From an optimization exercise on the open Yosys and OpenROAD flow, aimed at small area, a short achievable clock period and few clock cycles; shortcuts taken in it are not production practice.
At most, simulation tests tie the RTL to the original design; equivalence was not proved.
Power and IR drop assume default switching activity.

## north
Design potato_cpu, start of the top module:
module potato_cpu(input clk, input rst_n, input [7:0] start_pc,
      input [15:0] mem_rdata,
      output [7:0] mem_addr, output mem_we, output [15:0] mem_wdata,
      output halted, output [15:0] out);
==> flow/config.mk <==
export PLATFORM = sky130hd
export DESIGN_NAME = potato_cpu
export DESIGN_NICKNAME = potato_cpu
export VERILOG_FILES = /design/flow/design.v
export SDC_FILE = /design/flow/constraint.sdc
export NUM_CORES = 4
export LEC_CHECK = 0
export CAP_MARGIN = 20
export CORE_MARGIN = 2
export CORE_UTILIZATION = 55
export SETUP_SLACK_MARGIN = 2.2
export SLEW_MARGIN = 20
==> flow/constraint.sdc <==
create_clock -name core_clock -period 5.5 [get_ports {clk}]
set_input_delay 1.1000 -clock core_clock [delete_from_list [all_inputs] [get_ports {clk}]]
set_output_delay 1.1000 -clock core_clock [all_outputs]
set_load 0.01 [all_outputs]
run.sh (not shown) runs the stock make flow with config.mk's settings and CLKGATE_MAP_FILE= SYNTH_SCRIPT=/design/flow/synth_recipe.tcl, a recipe that flattens the netlist after the stock synthesis.
north completed end to end with timing, DRC and antenna clean.
Setup changes, north to south
==> flow/flow/run.sh (new file) <==
#!/bin/bash
# Own layout flow: the standard ORFS flow, with the I/O port buffers made
# from plain buffers (sky130_fd_sc_hd__buf_2) instead of delay cells, and the
# resizer free to change a cell's footprint. Everything else is standard.
set -euo pipefail
cd "$(dirname "$0")/.."
bash standard.sh MATCH_CELL_FOOTPRINT=0 "BUFFER_PORTS_ARGS=-buffer_cell sky130_fd_sc_hd__buf_2" finish > flow_make.log 2>&1
==> flow/standard.sh (new file) <==
#!/bin/bash
# synth_recipe.tcl (not shown) runs the flow's synth.tcl, then flattens the netlist and writes it again
# the make line also repeats each setting of config.mk as NAME=value (left out here)
make -C /OpenROAD-flow-scripts/flow DESIGN_CONFIG=/design/flow/config.mk WORK_HOME=/design/flow/orfs CLKGATE_MAP_FILE= SYNTH_SCRIPT=/design/flow/synth_recipe.tcl "${@:-finish}"
-- flow/config.mk --
<<< north, line 10
export CORE_UTILIZATION = 55
export SETUP_SLACK_MARGIN = 2.2
export SLEW_MARGIN = 20
>>> south, line 10
export CORE_UTILIZATION = 55
export SETUP_SLACK_MARGIN = 1.5
export SLEW_MARGIN = 20
removed: flow/run.sh
Findings:
- Going from north to south, number of buffers other than clock buffers in the final layout fell 97; final critical path time including I/O delays and setup rose 0.073 ns; HPWL reported at the end of detailed placement fell 1.3 mm; global-route wire length before repair fell 4.2%.
#### Input delta (east over south)
==> flow/run.sh (new file) <==
#!/bin/bash
# synth_recipe.tcl (not shown) runs the flow's synth.tcl, then flattens the netlist and writes it again
# the make line also repeats each setting of config.mk as NAME=value (left out here)
make -C /OpenROAD-flow-scripts/flow DESIGN_CONFIG=/design/flow/config.mk WORK_HOME=/design/flow/orfs CLKGATE_MAP_FILE= SYNTH_SCRIPT=/design/flow/synth_recipe.tcl finish
removed: flow/flow/run.sh
removed: flow/standard.sh
==> comparison <==
- Result for east and south: all clean
- Buffer count excluding the clock tree in the final layout, east and south, lower one = south.
- Of the two candidates, south has the better worst setup slack and east the worse one.
- Per the comparison of east with south, largest driver fanout on the critical path went down 6; first-pass GRT wire length went up about 0.3%; footprint of the flip-flops and latches held.
- east against south: total cell area at the placement stage +about 2.6%; overall via count from detail_route up about 1.4%; clock network power share saw a decrease; placed wire-length estimate rose by 150 um.
No functional check of the RTL was part of any run of this note.


Setup of trial 71:
Another version of the RTL of potato_cpu (not shown whole).
Size in the first run: ~1100 cells after synthesis, about 220 flip-flops, about 68 I/O pins, ~0.012 mm^2 of cells after synthesis.
clock: 5.5 ns
lec_check: 0
cap_margin: 20
core_margin: 2
core_utilization: 55
setup_slack_margin: 1.0
slew_margin: 20
Stock flow here: none of the scripts above is used.
Input-level comparison between trial 45 and trial 71:
diff --git a/flow/config.mk b/flow/config.mk
--- a/flow/config.mk
+++ b/flow/config.mk
@@ -9,4 +9,3 @@
 export CORE_MARGIN = 2
 export CORE_UTILIZATION = 55
-export SETUP_SLACK_MARGIN = 1.0
 export SLEW_MARGIN = 20
Results
- Every stage of the flow completed for trial 45, and the final layout passed the timing, DRC and antenna checks.
- Trial 45 vs. trial 71: area growth from synthesis to layout went down by 2.3 points.
- Compared with trial 71, in trial 45 proportion of power drawn by combinational gates dropped 0.8 points; fraction of area in registers went up.
No run of this note included a check of the RTL's function; only the layout flow was run.


run A:
potato_cpu, a different RTL version from the one above (not shown whole).
Size: roughly 1000 cells after synthesis, ~220 flip-flops, about 68 I/O pins.
==> flow/config.mk <==
export PLATFORM = sky130hd
export DESIGN_NAME = potato_cpu
export DESIGN_NICKNAME = potato_cpu
export VERILOG_FILES = /design/flow/design.v
export SDC_FILE = /design/flow/constraint.sdc
export NUM_CORES = 4
export LEC_CHECK = 0
export CAP_MARGIN = 20
export CORE_MARGIN = 2
export CORE_UTILIZATION = 55
export CTS_BUF_LIST = sky130_fd_sc_hd__clkbuf_8
export CTS_CLUSTER_SIZE = 30
export SETUP_SLACK_MARGIN = 1.5
export SLEW_MARGIN = 20
==> flow/constraint.sdc <==
create_clock -name core_clock -period 5.5 [get_ports {clk}]
set_input_delay 1.1000 -clock core_clock [delete_from_list [all_inputs] [get_ports {clk}]]
set_output_delay 1.1000 -clock core_clock [all_outputs]
set_load 0.01 [all_outputs]
standard.sh (not shown) runs the stock make flow with config.mk's settings and CLKGATE_MAP_FILE= SYNTH_SCRIPT=/design/flow/synth_recipe.tcl, a recipe that flattens the netlist after the stock synthesis.
==> flow/flow/run.sh <==
#!/bin/bash
# Own layout flow: the standard ORFS flow, with the I/O port buffers made
# from plain buffers (sky130_fd_sc_hd__buf_2) instead of delay cells, and the
# resizer free to change a cell's footprint. Everything else is standard.
set -euo pipefail
cd "$(dirname "$0")/.."
bash standard.sh MATCH_CELL_FOOTPRINT=0 "BUFFER_PORTS_ARGS=-buffer_cell sky130_fd_sc_hd__buf_2" finish > flow_make.log 2>&1
Run A finished all stages; the layout is clean.
Testbench counts of run A, summed over its fixed seeds: cycles 17,907.
### run A -> run B
# run A
export LEC_CHECK = 0
export CAP_MARGIN = 20
export CORE_MARGIN = 2
export CORE_UTILIZATION = 55
export CTS_BUF_LIST = sky130_fd_sc_hd__clkbuf_8
export CTS_CLUSTER_SIZE = 30
export SETUP_SLACK_MARGIN = 1.5
export SLEW_MARGIN = 20
create_clock -name core_clock -period 5.5 [get_ports {clk}]
# run B
export LEC_CHECK = 0
export CAP_MARGIN = 20
export CORE_MARGIN = 2
export CORE_UTILIZATION = 55
export SETUP_SLACK_MARGIN = 1.2
export SLEW_MARGIN = 20
create_clock -name core_clock -period 5.5 [get_ports {clk}]
==> run notes <==
- Of run A and run B, run A shows the higher depth of the most critical reg-to-reg path, with run B below it.
- The routed wire length of run B falls short of that of run A by about 2.2%.
- Higher maximum frequency goes to run A over run B.
- Reported for run A and run B, synthesized instance count turned out identical to the last digit.
- Between run A and run B, the flow reports static leakage decreasing by a few percent.
- Looking at worst hold slack, run B sits 16 ps higher than run A does.
What run C does differently from run B at the input level:
# run B
export LEC_CHECK = 0
export CAP_MARGIN = 20
export CORE_MARGIN = 2
export CORE_UTILIZATION = 55
export SETUP_SLACK_MARGIN = 1.2
export SLEW_MARGIN = 20
create_clock -name core_clock -period 5.5 [get_ports {clk}]
# run C
export LEC_CHECK = 0
export CAP_MARGIN = 20
export CORE_MARGIN = 2
export CORE_UTILIZATION = 50
export CTS_BUF_LIST = sky130_fd_sc_hd__clkbuf_8
export CTS_CLUSTER_DIAMETER = 200
export CTS_CLUSTER_SIZE = 14
export SETUP_SLACK_MARGIN = 1.5
export SLEW_MARGIN = 20
create_clock -name core_clock -period 5.5 [get_ports {clk}]
Results
- Looking at total wire length after detailed routing, run C sits 190 um higher than run B does.
- Compared with run B, in run C wire length of the first global-routing pass held steady; area occupied by registers held steady; worst-case register-to-register setup slack climbed 270 ps; number of clock-tree buffers in the layout fell by 11; sequential cell area share saw an increase.
- The higher via count came out of run B.
- Summary of run C over run B: shortest clock period the worst path allows after layout went down, sum of met3 wire segment lengths after detailed routing went down, share of total power in the clock network went down, cell area went down.
- Run B reports its slowest cell on the critical path as edfxtp_1 while run C reports dfxtp_4.
- Run C ran to completion and came out clean on the timing, DRC and antenna checks.
Input-level comparison between run D and run C:
# run C
export LEC_CHECK = 0
export CAP_MARGIN = 20
export CORE_MARGIN = 2
export CORE_UTILIZATION = 50
export CTS_BUF_LIST = sky130_fd_sc_hd__clkbuf_8
export CTS_CLUSTER_DIAMETER = 200
export CTS_CLUSTER_SIZE = 14
export SETUP_SLACK_MARGIN = 1.5
export SLEW_MARGIN = 20
create_clock -name core_clock -period 5.5 [get_ports {clk}]
# run D
export LEC_CHECK = 0
export ABC_AREA = 1
export CAP_MARGIN = 20
export CORE_MARGIN = 2
export CORE_UTILIZATION = 55
export SETUP_SLACK_MARGIN = 1.5
export SLEW_MARGIN = 20
create_clock -name core_clock -period 5.5 [get_ports {clk}]
## What came out
Compared to run C, run D has arithmetic-cell share of the synthesized area counting full adders, half adders and majority gates 0.25 points lower. Design area of run D exceeds that of run C by more than 10%. Buffer and inverter count on the worst path: run D > run C. Number of buffers inserted to repair setup after CTS in run D is 5 lower than in run C. Run D can be clocked faster than run C.


potato_cpu, a different RTL version from the one above (not shown whole).
For scale: ~830 cells after synthesis, ~200 flip-flops, roughly 68 I/O pins, about 0.011 mm2 of cells after synthesis.
Settings: LEC_CHECK=0, CAP_MARGIN=20, CORE_MARGIN=2, CORE_UTILIZATION=40, SETUP_SLACK_MARGIN=1.5, SLEW_MARGIN=20; clock period 5.5 ns.
run.sh (not shown) runs the stock make flow with config.mk's settings and CLKGATE_MAP_FILE= SYNTH_SCRIPT=/design/flow/synth_recipe.tcl, a recipe that flattens the netlist after the stock synthesis.
Stock flow here: none of the scripts above is used.
The baseline ran to the end with no violations.
Next try:
Settings changed: CORE_UTILIZATION 40 to 55, SETUP_SLACK_MARGIN 1.5 to 2.5.
Cell area rises by 6.3%.
Count of clock-buffer cells in the layout does not change.
Hold slack gets worse by 0.0096 ns.
Function was not checked in any run of this note: the RTL went through the layout flow alone.

-- static timing again, ports no longer ideal --
The flow's constraints put no driver on any port. The routed layouts listed below were extracted and timed again, unchanged, in two steps. Step 1: set_driving_cell puts a clkbuf_16 on clk and a buf_2 on each other input, an assumption about the parent block. Step 2 also shifts input and output timing later by t, the mid clock arrival at the registers, as if the neighbouring blocks saw the same clock. a / b / c = no drivers / after step 1 / after step 2; a / b = the first two.
run	t, ns	setup slack, ns	worst setup path at the end
north	0.573	1.623 / 1.623 / 1.150	input to register
south	0.576	1.550 / 1.554 / 1.001	input to register
east	0.592	1.499 / 1.525 / 0.933	input to register
trial 71	0.571	1.121 / 1.121 / 0.637	input to register
trial 45	0.569	0.622 / 0.622 / 0.304	input to register
run A	0.589	1.560 / 1.560 / 1.179	input to register
run B	0.572	1.362 / 1.362 / 1.044	input to register
run C	0.581	1.629 / 1.629 / 1.246	input to register
run D	0.587	1.710 / 1.710 / 1.329	input to register
the first run of note 4	0.492	1.274 / 1.274 / 1.173	input to register
the second run of note 4	0.492	1.076 / 1.076 / 1.076	register to register
After both steps setup and hold are still met in every run listed. The setup slack of east, which loses most, moves by +0.026 ns with the drivers and by -0.566 ns with both steps.
